From an optimization exercise on the open Yosys and OpenROAD flow, aimed at small area; shortcuts taken in it are not production practice.
RTL that was checked went through simulation tests only; none was proved equivalent to the original.
No activity file was given, so power comes from the tool's default toggle rates.

## FSd1
module FSd1 (clk24M, rst_n, mix_in, lo_out, mix_out, sig_in, TXD, RXD, led);
    input clk24M, rst_n;
    input [2:0] mix_in;
    input [2:0] sig_in;
    output [2:0] lo_out, mix_out;
    input RXD;
    output TXD;
    output [1:0] led;
    wire rst = ~rst_n;
    reg rst_d;
    always @(posedge clk24M) rst_d <= rst;
    wire [11:0] lo_cyc_d = rst ? 12'd100 : r_lo_cycle;
    reg [11:0] r_lo_cycle;
    reg [1:0]  r_lo_channel;
    reg [2:0]  rx_byte;
    wire       lo_wr;
    wire [11:0] rc0, rc1, rc2;
    wire [23:0] sc0, sc1, sc2;
    wire [2:0]  lo;
    genvar gi;
    generate
        for (gi = 0; gi < 3; gi = gi + 1) begin : ch
            reg [11:0] lo_cnt, lo_cyc;
            reg        r_lo;
            reg        mp, sp;
            reg [11:0] rw, rc;
            reg [23:0] sw, sc;
            wire [12:0] inc = {1'b0, lo_cnt} + 13'd1;
            wire m1 = (inc == {1'b0, lo_cyc});
            wire m2 = (inc == {2'b00, lo_cyc[11:1]});
            always @(posedge clk24M) begin
                mp <= mix_in[gi];
                sp <= sig_in[gi];
                if (rst || (lo_wr && r_lo_channel == gi)) lo_cyc <= lo_cyc_d;
                if (rst_d || (!mp && mix_in[gi])) rc <= rw;
                if (rst_d || (!sp && sig_in[gi])) sc <= sw;
                if (rst) begin
                    lo_cnt <= 12'd0; r_lo <= 1'b0;
                    rw <= 12'd0; sw <= 24'd0;
                end else begin
                    lo_cnt <= m1 ? 12'd0 : inc[11:0];
                    if (m1) r_lo <= 1'b1;
                    else if (m2) r_lo <= 1'b0;
                    if (!mp && mix_in[gi]) rw <= 12'd0;
                    else rw <= rw + 12'd1;
                    if (!sp && sig_in[gi]) sw <= 24'd0;
                    else sw <= sw + 24'd1;
                end
            end
            assign lo[gi] = r_lo;
        end
    endgenerate
    assign rc0 = ch[0].rc; assign rc1 = ch[1].rc; assign rc2 = ch[2].rc;
    assign sc0 = ch[0].sc; assign sc1 = ch[1].sc; assign sc2 = ch[2].sc;
    assign lo_out = lo;
  ...
Size: ~1,300 cells after synthesis, roughly 390 flip-flops, about 18 I/O pins.
Settings: LEC_CHECK=0, ABC_AREA=1, CAP_MARGIN=0, CORE_MARGIN=2, CORE_UTILIZATION=60, CTS_BUF_LIST=sky130_fd_sc_hd__clkbuf_16, CTS_CLUSTER_DIAMETER=120, CTS_CLUSTER_SIZE=30, SLEW_MARGIN=0; clock period 10.0 ns.
standard.sh (not shown) runs the stock make flow with config.mk's settings and CLKGATE_MAP_FILE= SYNTH_SCRIPT=/design/flow/synth_recipe.tcl, a recipe that flattens the netlist after the stock synthesis.
==> flow/flow/run.sh <==
#!/bin/bash
# Layout flow: the standard flow (standard.sh), with two synthesis changes
# that leave the registers as the standard synthesis makes them:
#  - ABC maps the logic with the area script in flow/abc_area.script
#    (a scripts folder that links every ORFS script but that one);
#  - adders are left to ABC as plain logic (ADDER_MAP_FILE empty);
# and the port buffers are the smallest buffer, sky130_fd_sc_hd__buf_1.
set -euo pipefail
W=$PWD
mkdir -p "$W/scripts"
for f in "$FLOW_HOME"/scripts/*; do
  ln -sfn "$f" "$W/scripts/$(basename "$f")"
done
rm -f "$W/scripts/abc_area.script"
cp "$W/flow/abc_area.script" "$W/scripts/abc_area.script"
export SCRIPTS_DIR="$W/scripts"
export BUFFER_PORTS_ARGS="-buffer_cell sky130_fd_sc_hd__buf_1"
bash standard.sh ADDER_MAP_FILE= synth > "$W/synth.log" 2>&1
bash standard.sh ADDER_MAP_FILE= finish > "$W/layout.log" 2>&1
==> flow/flow/abc_area.script <==
strash
&get -n
&deepsyn -T 30
&dch -f
&nf -R 1000 -p -F 8 -C 32
&put
topo
dnsize -c
The starting point completed without violations.
Rerun with:
--- a/flow/flow/run.sh
+++ b/flow/flow/run.sh
@@ -17,0 +18 @@
+export CTS_ARGS="-sink_clustering_enable -repair_clock_nets -sink_clustering_size 32 -sink_clustering_max_diameter 120 -buf_list sky130_fd_sc_hd__clkbuf_16 -root_buf sky130_fd_sc_hd__clkbuf_8 -tree_buf sky130_fd_sc_hd__clkbuf_8 -sink_clustering_buffer sky130_fd_sc_hd__clkbuf_16 -dont_use_dummy_load"
Settings changed: CORE_UTILIZATION 60 to 70, GPL_TIMING_DRIVEN set to 0.
=> Maximum frequency came out lower by about 1.5%. Via count is higher by 2.5%. Cell count went down by about 4%. Global-route usage goes up by 3.9 points. Wire length is about the same. Clock-buffer cell count went down by 1. Combinational power stays flat. Synthesized area stays the same. Total power decreases by about 3.3%. Synthesized cell count stays the same. First-iteration DRC count decreases by about 8%.


== build 16 ==
FSd1, a different RTL version from the one above (not shown whole).
Size in the first run: about 18 I/O pins, ~19000 um^2 of cells after synthesis.
clock: 10.0 ns
lec_check: 0
abc_area: 1
cap_margin: 20
core_margin: 2
core_utilization: 60
cts_buf_list: sky130_fd_sc_hd__clkbuf_16
cts_cluster_diameter: 120
cts_cluster_size: 30
slew_margin: 20
run.sh (not shown) runs the stock make flow with config.mk's settings and CLKGATE_MAP_FILE= SYNTH_SCRIPT=/design/flow/synth_recipe.tcl, a recipe that flattens the netlist after the stock synthesis.
Stock flow here: none of the scripts above is used.
Build 16 | stages: all done | timing, DRC, antenna: all pass
What build 80 does differently from build 16 at the input level:
--- a/flow/config.mk
+++ b/flow/config.mk
@@ -10,5 +10,4 @@
 export CORE_MARGIN = 2
-export CORE_UTILIZATION = 60
-export CTS_BUF_LIST = sky130_fd_sc_hd__clkbuf_16
-export CTS_CLUSTER_DIAMETER = 120
+export CORE_UTILIZATION = 40
+export CTS_BUF_LIST = sky130_fd_sc_hd__clkbuf_4
 export CTS_CLUSTER_SIZE = 30
### Flow results
Build 80 closes out successfully: all stages finished, all timing, DRC and antenna checks passed. For the number of H-tree levels, build 80 came in 2 higher than build 16 did. Any difference in maximum frequency between build 80 and build 16 is small enough to ignore. Re total number of cells along the worst setup path: no difference whatsoever between build 80 and build 16. Diff build 16 -> build 80: clock power saw an increase; sequential portion of the cell area shrank by 2.4 points; count of inverters not on the clock network in the layout has remained practically unchanged; first-pass GRT wire length has increased. Looking at overall die area across build 16 and build 80, the one that comes out lower is build 16.
Input changes introduced in build 36 (baseline for comparison: build 80):
--- a/flow/config.mk
+++ b/flow/config.mk
@@ -11,4 +11,2 @@
 export CORE_UTILIZATION = 40
-export CTS_BUF_LIST = sky130_fd_sc_hd__clkbuf_4
-export CTS_CLUSTER_SIZE = 30
 export SLEW_MARGIN = 20
Notes after the runs:
Comparing build 80 and build 36, the lower global-route usage was measured on build 36. More vias were needed by build 80 than by build 36. Going from build 80 to build 36, clock buffer count from CTS fell about 56%; power rose 190 uW.
No run of this note included a check of the RTL's function; only the layout flow was run.

## what the ideal ports hide
No port has a modelled driver above. Below, the same layouts with a new extraction and two added sets of constraints.
Step 1: set_driving_cell puts a clkbuf_16 on clk24M and a buf_2 on each other input, an assumption about the parent block.
Step 2 moves the port delays by t, midway between the first and last clock arrival at a register: inputs arrive t later, outputs are due t later. That takes back most of the time a late clock gives input paths.
Three values: ideal, step 1, step 2; two values: the first two.
run	t (ns)	setup WS [ns]	cell pins on the clock port's net
the first run of note 1	0.554	5.538 / 5.517 / 5.517	1
the second run of note 1	0.585	5.469 / 5.411 / 5.411	1
build 16	0.573	4.770 / 4.747 / 4.747	1
build 80	0.839	4.774 / 4.747 / 4.747	1
build 36	0.621	4.777 / 4.750 / 4.750	1
After both steps every run listed still meets setup and hold. For the second run of note 1, which loses most, drivers alone change the setup slack by -0.058 ns; drivers and shift together by -0.058 ns.
